What follows belongs to an exercise in optimizing a design on an open flow for small area, a short achievable clock period and few clock cycles; a production flow would make more cautious choices.
Where RTL was checked, it was by simulation tests only, not by an equivalence proof against the original.
No activity file was given, so power comes from the tool's default toggle rates.

== alpha ==
==> flow/design.v <==
module finder(clk,rst_n,wr,din,find,dfind,full,is,location);
	input clk;
	input rst_n;
	input wr;
	input [7:0] din;
	input find;
	input [7:0] dfind;
	output reg full;
	output reg is;
	output [5:0] location;
	reg [7:0] mem [0:62];
	reg [5:0] pointer;
	always @(posedge clk or negedge rst_n)
		if (!rst_n) begin
			pointer <= 6'd0;
			full <= 1'b0;
		end else if (wr) begin
			if (pointer != 6'd63) begin
				pointer <= pointer + 6'd1;
				full <= 1'b0;
			end else begin
				pointer <= 6'd0;
				full <= 1'b1;
			end
		end
	genvar i;
	generate
		for (i = 0; i < 63; i = i + 1) begin : g_mem
			always @(posedge clk)
				if (wr && pointer == i)
					mem[i] <= din;
		end
	endgenerate
	wire [5:0] p;
	wire [63:0] m;
	wire [63:0] h;
	generate
		for (i = 0; i < 63; i = i + 1) begin : g_cmp
			eq8 u_eq (.a(mem[i]), .b(dfind), .y(m[i]));
			assign h[i] = m[i] & (p <= i);
		end
	endgenerate
	assign m[63] = 1'b0;
	assign h[63] = 1'b0;
	function [6:0] first64(input [63:0] v);
		reg [5:0] idx;
		integer k;
		begin
			idx = 6'd0;
			for (k = 63; k >= 0; k = k - 1)
				if (v[k]) idx = k;
			first64 = {|v, idx};
		end
	endfunction
	wire [6:0] fh = first64(h);
	wire [6:0] fm = first64(m);
	reg [5:0] fh_r, fm_r;
	reg anyh_r;
	always @(posedge clk or negedge rst_n)
		if (!rst_n) begin
			is <= 1'b0;
			anyh_r <= 1'b0;
			fh_r <= 6'd0;
			fm_r <= 6'd0;
		end else if (find) begin
			is <= fm[6];
			anyh_r <= fh[6];
			fh_r <= fh[5:0];
			fm_r <= fm[5:0];
		end
	sel6 u_loc (.s(anyh_r), .a(fh_r), .b(fm_r), .y(location));
	sel6 u_p (.s(anyh_r), .a(fh_r), .b(fm_r), .y(p));
endmodule
module eq8(a, b, y);
	input [7:0] a;
	input [7:0] b;
	output y;
	assign y = (a == b);
endmodule
module sel6(s, a, b, y);
	input s;
	input [5:0] a;
	input [5:0] b;
	output [5:0] y;
	assign y = s ? a : b;
endmodule
Settings: LEC_CHECK=0, CAP_MARGIN=20, CORE_MARGIN=2, CORE_UTILIZATION=40, CTS_BUF_LIST=sky130_fd_sc_hd__clkbuf_8, CTS_CLUSTER_DIAMETER=60, CTS_CLUSTER_SIZE=18, SETUP_SLACK_MARGIN=4.5, SLEW_MARGIN=20, SYNTH_HIERARCHICAL=1; clock period 8.0 ns.
run.sh (not shown) runs the stock make flow with config.mk's settings and CLKGATE_MAP_FILE= SYNTH_SCRIPT=/design/flow/synth_recipe.tcl, a recipe that flattens the netlist after the stock synthesis.
Relative to alpha, the following input files were edited for beta:
diff --git a/flow/design.v b/flow/design.v
--- a/flow/design.v
+++ b/flow/design.v
@@ -32,5 +32,4 @@
 		end
 	endgenerate
-	wire [5:0] p;
 	wire [63:0] m;
 	wire [63:0] h;
@@ -38,5 +37,5 @@
 		for (i = 0; i < 63; i = i + 1) begin : g_cmp
 			eq8 u_eq (.a(mem[i]), .b(dfind), .y(m[i]));
-			assign h[i] = m[i] & (p <= i);
+			assign h[i] = m[i] & (location <= i);
 		end
 	endgenerate
@@ -69,6 +68,5 @@
 			fm_r <= fm[5:0];
 		end
-	sel6 u_loc (.s(anyh_r), .a(fh_r), .b(fm_r), .y(location));
-	sel6 u_p (.s(anyh_r), .a(fh_r), .b(fm_r), .y(p));
+	assign location = anyh_r ? fh_r : fm_r;
 endmodule
 module eq8(a, b, y);
@@ -78,9 +76,2 @@
 	assign y = (a == b);
 endmodule
-module sel6(s, a, b, y);
-	input s;
-	input [5:0] a;
-	input [5:0] b;
-	output [5:0] y;
-	assign y = s ? a : b;
-endmodule
Notes after the runs:
- For beta, the critical path capture point was mem[4][4], unlike alpha, where it was mem[11][4].
- Looking at share of the clock period used by the worst path across alpha and beta, the one that comes out lower is beta.
- beta vs. alpha: proportion of layout cells with a drive suffix above 1 saw an increase; routed wire length saw an increase; number of clock buffers in the layout saw an increase; setup slack saw an increase.
- Setup skew after layout | beta below alpha
Function was not checked in any run of this note: the RTL went through the layout flow alone.

========
finder, a different RTL version from the one above (not shown whole).
Size in the first run: ~540 flip-flops, ~25000 um^2 of cells after synthesis.
==> module finder, before the edit <==
module finder(clk,rst_n,wr,din,find,dfind,full,is,location);
	input clk;
	input rst_n;
	input wr;
	input [7:0] din;
	input find;
	input [7:0] dfind;
	output reg full;
	output reg is;
	output [5:0] location;
	reg [7:0] mem [0:62];
	reg [5:0] pointer;
	always @(posedge clk or negedge rst_n)
		if (!rst_n) begin
			pointer <= 6'd0;
			full <= 1'b0;
		end else if (wr) begin
			if (pointer != 6'd63) begin
				pointer <= pointer + 6'd1;
				full <= 1'b0;
			end else begin
				pointer <= 6'd0;
				full <= 1'b1;
			end
		end
	genvar i;
	generate
		for (i = 0; i < 63; i = i + 1) begin : g_mem
			always @(posedge clk)
				if (wr && pointer == i)
					mem[i] <= din;
		end
	endgenerate
	wire [63:0] m;
	wire [63:0] h;
	generate
		for (i = 0; i < 63; i = i + 1) begin : g_cmp
			assign m[i] = (mem[i] == dfind);
			assign h[i] = m[i] & (location <= i);
		end
	endgenerate
	assign m[63] = 1'b0;
	assign h[63] = 1'b0;
	function [5:0] first32(input [31:0] v);
		reg [4:0] idx;
		integer k;
		begin
			idx = 5'd0;
			for (k = 31; k >= 0; k = k - 1)
				if (v[k]) idx = k;
			first32 = {|v, idx};
		end
	endfunction
	wire [5:0] c_hl = first32(h[31:0]);
	wire [5:0] c_hh = first32(h[63:32]);
	wire [5:0] c_ml = first32(m[31:0]);
	wire [5:0] c_mh = first32(m[63:32]);
	reg s_hh, s_ml, s_mh;
	reg [4:0] i_hl, i_hh, i_ml, i_mh;
	always @(posedge clk or negedge rst_n)
		if (!rst_n) begin
			is <= 1'b0;
			s_hh <= 1'b0;
			s_ml <= 1'b0;
			s_mh <= 1'b0;
			i_hl <= 5'd0;
			i_hh <= 5'd0;
			i_ml <= 5'd0;
			i_mh <= 5'd0;
		end else if (find) begin
			is <= c_ml[5] | c_mh[5];
			s_hh <= ~c_hl[5] & c_hh[5];
			s_ml <= ~c_hl[5] & ~c_hh[5] & c_ml[5];
			s_mh <= ~c_hl[5] & ~c_hh[5] & ~c_ml[5];
			i_hl <= c_hl[4:0];
			i_hh <= c_hh[4:0];
			i_ml <= c_ml[4:0];
			i_mh <= c_mh[4:0];
		end
	wire s_hl = ~(s_hh | s_ml | s_mh);
	assign location = {s_hh | s_mh,
	                   ({5{s_hl}} & i_hl) | ({5{s_hh}} & i_hh) |
	                   ({5{s_ml}} & i_ml) | ({5{s_mh}} & i_mh)};
endmodule
make LEC_CHECK=0 CAP_MARGIN=20 CORE_MARGIN=2 CORE_UTILIZATION=40 CTS_BUF_LIST=sky130_fd_sc_hd__clkbuf_8 CTS_CLUSTER_DIAMETER=60 CTS_CLUSTER_SIZE=18 SETUP_SLACK_MARGIN=4.5 SLEW_MARGIN=20 finish   # period 8.0 ns
Then changed:
==> flow/design.v (replaced) <==
module finder(clk,rst_n,wr,din,find,dfind,full,is,location);
	input clk;
	input rst_n;
	input wr;
	input [7:0] din;
	input find;
	input [7:0] dfind;
	output reg full;
	output reg is;
	output [5:0] location;
	reg [7:0] mem [0:62];
	reg [5:0] pointer;
	always @(posedge clk or negedge rst_n)
		if (!rst_n) begin
			pointer <= 6'd0;
			full <= 1'b0;
		end else if (wr) begin
			if (pointer != 6'd63) begin
				pointer <= pointer + 6'd1;
				full <= 1'b0;
			end else begin
				pointer <= 6'd0;
				full <= 1'b1;
			end
		end
	genvar i;
	generate
		for (i = 0; i < 63; i = i + 1) begin : g_mem
			always @(posedge clk)
				if (wr && pointer == i)
					mem[i] <= din;
		end
	endgenerate
	wire [5:0] p = location;	 
	wire [63:0] m;
	generate
		for (i = 0; i < 63; i = i + 1) begin : g_cmp
			assign m[i] = (mem[i] == dfind);
		end
	endgenerate
	assign m[63] = 1'b0;
	wire [31:0] hs;
	generate
		for (i = 0; i < 32; i = i + 1) begin : g_h
			assign hs[i] = (m[i] & ~p[5] & (p[4:0] <= i)) |
			               (m[32 + i] & p[5] & (p[4:0] <= i));
		end
	endgenerate
	function [5:0] first32(input [31:0] v);
		reg [4:0] idx;
		integer k;
		begin
			idx = 5'd0;
			for (k = 31; k >= 0; k = k - 1)
				if (v[k]) idx = k;
			first32 = {|v, idx};
		end
	endfunction
	wire [5:0] c_h = first32(hs);
	wire [5:0] c_l = first32(m[31:0]);
	wire [5:0] c_u = first32(m[63:32]);
	reg n_h, s_l, s_u, loc5;
	reg [4:0] i_h, i_l, i_u;
	always @(posedge clk or negedge rst_n)
		if (!rst_n) begin
			is <= 1'b0;
			n_h <= 1'b0;
			s_l <= 1'b0;
			s_u <= 1'b0;
			loc5 <= 1'b0;
			i_h <= 5'd0;
			i_l <= 5'd0;
			i_u <= 5'd0;
		end else if (find) begin
			is <= c_l[5] | c_u[5];
			n_h <= ~c_h[5];
			s_l <= ~c_h[5] & (p[5] ? c_l[5] : ~c_u[5]);
			s_u <= ~c_h[5] & (p[5] ? ~c_l[5] : c_u[5]);
			loc5 <= c_h[5] ? p[5] : (p[5] ? ~c_l[5] : c_u[5]);
			i_h <= c_h[4:0];
			i_l <= c_l[4:0];
			i_u <= c_u[4:0];
		end
	assign location = {loc5, ({5{~n_h}} & i_h) | ({5{s_l}} & i_l) | ({5{s_u}} & i_u)};
endmodule
The new run passed the timing, DRC and antenna checks.
Final cell count is lower by about 6%.
Via count is lower by 7.3%.
Area after synthesis is lower by about 1.2%.
Worst setup slack gets better by 0.33 ns.
Sequential power stays flat.
Clock power is higher by about 4%.
Critical path depth is higher by 4.
Design area is lower by 4.1%.
Non-clock buffer count is lower by 26.
Sequential share of layout area is higher by 2.0 points.
Testbench counts after the change, summed over its fixed seeds: cycles 2,400.
Only the layout flow was run in the first run of this note; the RTL was not checked for function there.

what the ideal ports hide:
No port has a modelled driver above. Below, the same layouts with a new extraction and two added sets of constraints. Step 1: set_driving_cell puts a clkbuf_16 on clk and a buf_2 on each other input, an assumption about the parent block. Step 2, shift: input delay + t, output delay - t, t = (earliest + latest rising clock arrival at the registers) / 2. This alone moves slack from input paths to output paths. Three values: no drivers, after step 1, after step 2; two values: the first two.
run | shift t [ns] | setup WS [ns] | slew at the worst register clock pin (ns) | worst slew at a driven data input, ns
alpha | 0.689 | 4.392 / 4.335 / 3.646 | 0.11 / 0.11 | 0.24
beta | 0.709 | 4.451 / 4.352 / 3.643 | 0.12 / 0.12 | 0.29
the first run of note 2 | 0.700 | 4.179 / 4.121 / 3.715 | 0.12 / 0.12 | 0.22
the second run of note 2 | 0.708 | 4.509 / 4.457 / 3.749 | 0.11 / 0.11 | 0.20
After both steps every run listed still meets setup and hold. For beta, which loses most, drivers alone change the setup slack by -0.099 ns; drivers and shift together by -0.808 ns.
